This design comes from an exercise in tuning for small area on the open sky130 flow, not from production work. Only simulation tests tie the RTL to the original design; equivalence was not proved. No activity file was given, so power comes from the tool's default toggle rates.

==> inputs of sierra <==
// MBF
module MBF(CLK, RESET, IN_VALID, IN_DATA, X_DATA, Y_DATA, OUT_VALID);
  input CLK;
  input RESET;
  input IN_VALID;
  input [12:0] IN_DATA;
  output [12:0] X_DATA;
  output [12:0] Y_DATA;
  output OUT_VALID;
  reg [12:0] r0;
  reg [12:0] r1;
  reg [12:0] r2;
  reg [12:0] r3;
  reg [12:0] r4;
  reg [12:0] r5;
  reg [12:0] r6;
  reg [12:0] r7;
  reg [12:0] r8;
  reg [12:0] r9;
  reg [12:0] r10;
  reg [12:0] r11;
  reg [12:0] r12;
  reg [12:0] r13;
  reg [12:0] r14;
  wire [11:0] sy, sx;
  wire rst_n = ~RESET;
  wire en = IN_VALID & rst_n;
  wire [12:0] r0_d;
  wire [12:0] r1_d;
  wire [12:0] r2_d;
  wire [12:0] r3_d;
  wire [12:0] r4_d;
  wire [12:0] r5_d;
  wire [12:0] r6_d;
  wire [12:0] r7_d;
  wire [12:0] r8_d;
  wire [12:0] r9_d;
  wire [12:0] r10_d;
  wire [12:0] r11_d;
  wire [12:0] r12_d;
  wire [12:0] r13_d;
  wire [12:0] r14_d;
  MBF_nand2 ur0_0 (.a(IN_DATA[0]), .b(en), .y(r0_d[0]));
  ...
Settings: LEC_CHECK=0, CAP_MARGIN=0, CORE_MARGIN=2, CORE_UTILIZATION=40, CTS_BUF_LIST=sky130_fd_sc_hd__clkbuf_4, CTS_CLUSTER_SIZE=12, SLEW_MARGIN=0, SYNTH_HIERARCHICAL=1; clock period 7.0 ns.
run.sh (not shown) runs the stock make flow with config.mk's settings and CLKGATE_MAP_FILE= SYNTH_SCRIPT=/design/flow/synth_recipe.tcl, a recipe that flattens the netlist after the stock synthesis.
==> inputs of quartz, as changes to sierra <==
- CAP_MARGIN: 0 -> 20
- CTS_BUF_LIST: sky130_fd_sc_hd__clkbuf_4 -> sky130_fd_sc_hd__clkbuf_8
- CTS_CLUSTER_DIAMETER: not set -> 60
- CTS_CLUSTER_SIZE: 12 -> 24
- SLEW_MARGIN: 0 -> 20
==> summary of the runs <==
- sierra completed with no timing, DRC or antenna violations. quartz completed without violations.
- First-iteration DRC count: sierra is larger than quartz (3.9%).
- Of quartz and sierra, sierra has the higher setup slack (gap 0.15 ns).
- Sequential share of layout area: quartz is higher than sierra (0.51 points).
- Between quartz and sierra, the lower maximum frequency is in quartz (gap 2.3%, measured against sierra).
- Against sierra, the via count of quartz is lower by about 3.3%.
==> figures <==
quantity                                         quartz    sierra
Result of the run      no timing/DRC/antenna violations  no timing/DRC/antenna violations
Vias post-DR                                       8393      8682
Measured slew at the worst slew-check pin      0.873 ns  0.983 ns
Wire length on met1                             17.1 mm   16.4 mm
Ratio of final minimum period to clock period     0.968     0.946
Fraction of area in registers                     0.276     0.271
Filler-free cell count of the finished design      1795      1879
GR met2 Demand/Resource                           0.302     0.309
GRT Overall Usage                                 0.193     0.199
DR pass1 iterations                                   4         5
Routed length on met3                           2.03 mm   2.59 mm
GR Layer Usage met1                               0.279     0.274

---

==> inputs of job 5512 <==
Starting RTL as in the previous note.
Settings: LEC_CHECK=0, CAP_MARGIN=20, CORE_MARGIN=2, CORE_UTILIZATION=40, CTS_BUF_LIST=sky130_fd_sc_hd__clkbuf_16, CTS_CLUSTER_DIAMETER=80, CTS_CLUSTER_SIZE=40, SLEW_MARGIN=20, SYNTH_HIERARCHICAL=1; clock period 7.0 ns.
==> job 3340 (differences from job 5512) <==
--- a/flow/config.mk
+++ b/flow/config.mk
@@ -10,5 +10,5 @@
 export CORE_UTILIZATION = 40
-export CTS_BUF_LIST = sky130_fd_sc_hd__clkbuf_16
-export CTS_CLUSTER_DIAMETER = 80
-export CTS_CLUSTER_SIZE = 40
+export CTS_BUF_LIST = sky130_fd_sc_hd__clkbuf_8
+export CTS_CLUSTER_DIAMETER = 45
+export CTS_CLUSTER_SIZE = 30
 export SLEW_MARGIN = 20
==> notes.md <==
| item | job 3340 | job 5512 |
|---|---|---|
| Run status | no timing/DRC/antenna violations | no timing/DRC/antenna violations |
| Clock tree cell share of total cell area | 4.639% | 4.241% |
| Met2 track utilization from global routing | 30.31% | 30.41% |
| Worst setup skew after layout | 0.05944 ns | 0.02515 ns |
| Area growth from synthesis to layout | 11.27% | 10.80% |
| Non-clock buffer share of cell area | 2.871% | 2.883% |
| Arrival time at the worst endpoint | 5.39 ns | 5.41 ns |
| M3 GR Usage | 4.688% | 3.754% |
| Min Hold Slack | 0.3526 ns | 0.3483 ns |
| R2R Setup Slk | 0.41 ns | 0.40 ns |
| TritonCTS buffer count | 37 | 19 |
| Tightest slew margin relative to the limit | 42.57% | 42.62% |
| Net switching power of the design | 1.813 mW | 1.823 mW |
| Routed vias | 8403 | 8298 |
| Time the worst path needs with I/O delays and setup | 6.789 ns | 6.808 ns |
| Combinational share of power | 41.8% | 42.5% |
| Routed length per placed instance | 20.91 um | 21.20 um |
| CLK BUF | 42 | 19 |
| Source of the critical timing path | r10[12] | r8[12] |
| Share of the final layout cell area in sequential cells | 27.20% | 27.31% |
| Fraction of power consumed by the clock network | 27.0% | 26.0% |
| Final Cycle Share | 96.99% | 97.26% |
| Clock-pin slew on the worst setup and hold paths | 0.09 ns | 0.10 ns |
| Wire length the detailed router placed on met1 | 16.39 mm | 16.52 mm |
| Total Power Consumption | 4.886 mW | 4.836 mW |

---

==> 06-06: inputs <==
Another version of the RTL of MBF (not shown whole).
Settings: LEC_CHECK=0, CAP_MARGIN=20, CORE_MARGIN=2, CORE_UTILIZATION=50, CTS_BUF_LIST=sky130_fd_sc_hd__clkbuf_8, CTS_CLUSTER_DIAMETER=50, CTS_CLUSTER_SIZE=20, SLEW_MARGIN=20, SYNTH_HIERARCHICAL=1; clock period 7.0 ns.
standard.sh (not shown) runs the stock make flow with config.mk's settings and CLKGATE_MAP_FILE= SYNTH_SCRIPT=/design/flow/synth_recipe.tcl, a recipe that flattens the netlist after the stock synthesis.
==> flow/flow/run.sh <==
#!/bin/bash
# The standard layout, with the port buffers that global placement inserts made from the
# smallest buffer cell, resizer changes from timing-driven placement not kept, and clock
# tree synthesis without dummy loads. The make output goes to
# flow_make.log; ORFS keeps each step's own log under orfs/logs/.
set -euo pipefail
export BUFFER_PORTS_ARGS="-buffer_cell sky130_fd_sc_hd__buf_1"
export GPL_KEEP_OVERFLOW=0
export CTS_ARGS="-sink_clustering_enable -repair_clock_nets -dont_use_dummy_load -buf_list sky130_fd_sc_hd__clkbuf_8 -sink_clustering_size 16 -sink_clustering_max_diameter 40"
bash standard.sh finish > flow_make.log 2>&1
==> 05-28 (differences from 06-06) <==
--- a/flow/flow/run.sh
+++ b/flow/flow/run.sh
@@ -6,5 +6,5 @@
 set -euo pipefail
 export BUFFER_PORTS_ARGS="-buffer_cell sky130_fd_sc_hd__buf_1"
 export GPL_KEEP_OVERFLOW=0
-export CTS_ARGS="-sink_clustering_enable -repair_clock_nets -dont_use_dummy_load -buf_list sky130_fd_sc_hd__clkbuf_8 -sink_clustering_size 16 -sink_clustering_max_diameter 40"
+export CTS_ARGS="-sink_clustering_enable -repair_clock_nets -dont_use_dummy_load -buf_list sky130_fd_sc_hd__clkbuf_8 -sink_clustering_size 24 -sink_clustering_max_diameter 50"
 bash standard.sh finish > flow_make.log 2>&1
==> impl_results.md <==
- Measured slew at the worst slew-check pin: 764 ps
- GRT met3 Usage: 5.35%
- Share of cells above drive strength 1: 4.43%
- Status: finished clean
The numbers above come from 06-06.

==> impl_results.md <==
- Status: finished clean
- GRT met3 Usage: 4.92%
- Measured slew at the worst slew-check pin: 753 ps
- Met3 WL post-DR: 2.34 mm
- Share of cells above drive strength 1: 3.87%
The numbers above come from 05-28.


---

==> inputs of run a <==
MBF, a different RTL version from the one above (not shown whole).
clock: 7.0 ns
lec_check: 0
cap_margin: 20
core_margin: 2
core_utilization: 50
cts_buf_list: sky130_fd_sc_hd__clkbuf_8
cts_cluster_diameter: 50
cts_cluster_size: 20
slew_margin: 20
synth_hierarchical: 1
==> flow/flow/run.sh <==
#!/bin/bash
# The standard layout, with the port buffers that global placement inserts made from the
# smallest buffer cell, resizer changes from timing-driven placement not kept, and clock
# tree synthesis without dummy loads. The make output goes to
# flow_make.log; ORFS keeps each step's own log under orfs/logs/.
set -euo pipefail
export BUFFER_PORTS_ARGS="-buffer_cell sky130_fd_sc_hd__buf_1"
export GPL_KEEP_OVERFLOW=0
export CTS_ARGS="-sink_clustering_enable -repair_clock_nets -dont_use_dummy_load -buf_list sky130_fd_sc_hd__clkbuf_8 -sink_clustering_size 28 -sink_clustering_max_diameter 60"
bash standard.sh finish > flow_make.log 2>&1
==> run b (differences from run a) <==
==> flow/flow/run.sh (replaced) <==
#!/bin/bash
# The standard layout, with the port buffers that global placement inserts made from the
# smallest buffer cell, and clock tree synthesis without dummy loads. The make output goes to
# flow_make.log; ORFS keeps each step's own log under orfs/logs/.
set -euo pipefail
export BUFFER_PORTS_ARGS="-buffer_cell sky130_fd_sc_hd__buf_1"
export CTS_ARGS="-sink_clustering_enable -repair_clock_nets -dont_use_dummy_load -buf_list sky130_fd_sc_hd__clkbuf_8 -sink_clustering_size 20 -sink_clustering_max_diameter 50"
bash standard.sh finish > flow_make.log 2>&1
==> results.toml <==
[status]
status = "no timing/DRC/antenna violations"

[global_routing]
met2_usage_pct = 35.59

[worst_hold_path]
hp-start = "r0[1]$_DFF_P_"

[sta]
fin_worst_skew_ns = 0.08829

[worst_setup_path]
cp.depth = 17

[cells_and_area]
clock_buffers = 25
fin_area_um2 = 16500

[clocking]
ctsResizeCount = 0

[place]
dp_hpwl_mm = 31.88

[drt]
drtIter0Drc = 509
the above is filed under run b

==> results.toml <==
[status]
status = "no timing/DRC/antenna violations"

[worst_hold_path]
hp-start = "r0[0]$_DFF_P_"

[cells_and_area]
fin_area_um2 = 16270

[drt]
drtIter0Drc = 523

[clocking]
ctsResizeCount = 1

[worst_setup_path]
cp.depth = 18
the above is filed under run a


---

==> inputs of wip/ember <==
Starting RTL as in the previous note.
clock: 7.0 ns
lec_check: 0
cap_margin: 20
core_margin: 2
core_utilization: 50
cts_buf_list: sky130_fd_sc_hd__clkbuf_8
cts_cluster_diameter: 50
cts_cluster_size: 20
slew_margin: 20
synth_hierarchical: 1
==> flow/flow/run.sh <==
#!/bin/bash
# The standard layout, with the port buffers that global placement inserts made from the
# smallest buffer cell. The make output goes to flow_make.log; ORFS keeps each step's own
# log under orfs/logs/.
set -euo pipefail
export BUFFER_PORTS_ARGS="-buffer_cell sky130_fd_sc_hd__buf_1"
bash standard.sh finish > flow_make.log 2>&1
==> wip/delta: changes against wip/ember <==
==> flow/flow/run.sh (replaced) <==
#!/bin/bash
# The standard layout, with the port buffers that global placement inserts made from the
# smallest buffer cell, and clock tree synthesis without dummy loads. The make output goes to
# flow_make.log; ORFS keeps each step's own log under orfs/logs/.
set -euo pipefail
export BUFFER_PORTS_ARGS="-buffer_cell sky130_fd_sc_hd__buf_1"
export CTS_ARGS="-sink_clustering_enable -repair_clock_nets -dont_use_dummy_load -buf_list sky130_fd_sc_hd__clkbuf_8 -sink_clustering_size 20 -sink_clustering_max_diameter 50"
bash standard.sh finish > flow_make.log 2>&1
GPL_TIMING_DRIVEN = 0   (was unset)
==> comparison <==
- Between wip/ember and wip/delta, the lower global-route usage is in wip/delta (gap 1.6 points).
- In wip/delta the first-iteration DRC count is lower than in wip/ember, by about 12%.
- Of wip/delta and wip/ember, wip/ember has the higher worst hold slack (gap 21 ps).
- Setup slack: wip/ember is higher than wip/delta (22 ps).
- Between wip/delta and wip/ember, the lower register-to-register slack is in wip/delta (gap 20 ps).
- In wip/delta the power is lower than in wip/ember, by 7.4%.
- Clock power: wip/ember is higher than wip/delta (about 50%).
- Sequential power is about the same in wip/delta and wip/ember.
==> figures <==
|  | wip/ember | wip/delta |
|---|---|---|
| Result of the run | finished clean | finished clean |
| Worst r2r dst | q816 | q478 |
| Non-clock buffering overhead in the final layout | 2.746% | 2.892% |
| Highest fanout seen on the critical path | 3 | 4 |
| Met1 Wirelength | 17440 um | 16010 um |
| Maximum cell stage delay along the critical path | 630 ps | 700 ps |
| Power per Cell Area | 244.6 nW/um2 | 229.7 nW/um2 |
| Switching share of power | 35.78% | 34.68% |
| Number of stages on the worst setup path | 17 | 19 |
| Total setup buffers inserted after CTS | 0 | 1 |
| Layout fillers | 2568 | 2586 |
| Fin crit period | 6792 ps | 6814 ps |
| First-pass GRT wire length | 56300 um | 53170 um |
| Area taken by multi-input logic gates | 9987 um2 | 10020 um2 |
| Comb power | 1.54 mW | 1.61 mW |
| Overall routed net length | 37200 um | 34620 um |
| Start point of the critical path | r7[6] | r9[0] |
| Smallest setup slack after layout | 208.3 ps | 185.8 ps |

==> separate check: timing with driven ports <==
No port has a modelled driver above. Below, the same layouts with a new extraction and two added sets of constraints. Step 1 sets driving cells, clkbuf_16 on the clock port and buf_2 on the other inputs (assumed; they add their load-dependent delay and slew). Step 2 times the ports against the registers' clock, not the clock port: input delays grow and output delays shrink by t, the midpoint of the rising clock arrivals with the driver on. a / b / c = ideal / step 1 / step 2; a / b = the first two.
run | t, ns | slack for setup (ns) | clock arrival spread, ns | cell pins on the clock port's net
sierra | 0.758 | 0.375 / 0.325 / 0.417 | 0.044 / 0.044 | 1
quartz | 0.663 | 0.222 / 0.168 / 0.375 | 0.027 / 0.027 | 1
job 5512 | 0.590 | 0.192 / 0.138 / 0.399 | 0.030 / 0.030 | 1
job 3340 | 0.639 | 0.211 / 0.160 / 0.411 | 0.061 / 0.061 | 1
06-06 | 0.559 | 0.229 / 0.229 / 0.229 | 0.086 / 0.087 | 1
05-28 | 0.615 | 0.295 / 0.295 / 0.295 | 0.081 / 0.081 | 1
run a | 0.607 | 0.211 / 0.211 / 0.211 | 0.089 / 0.089 | 1
run b | 0.607 | 0.219 / 0.219 / 0.219 | 0.089 / 0.090 | 1
wip/ember | 0.633 | 0.208 / 0.208 / 0.208 | 0.039 / 0.040 | 1
wip/delta | 0.598 | 0.186 / 0.186 / 0.186 | 0.089 / 0.088 | 1
After both steps setup and hold are still met in every run listed.
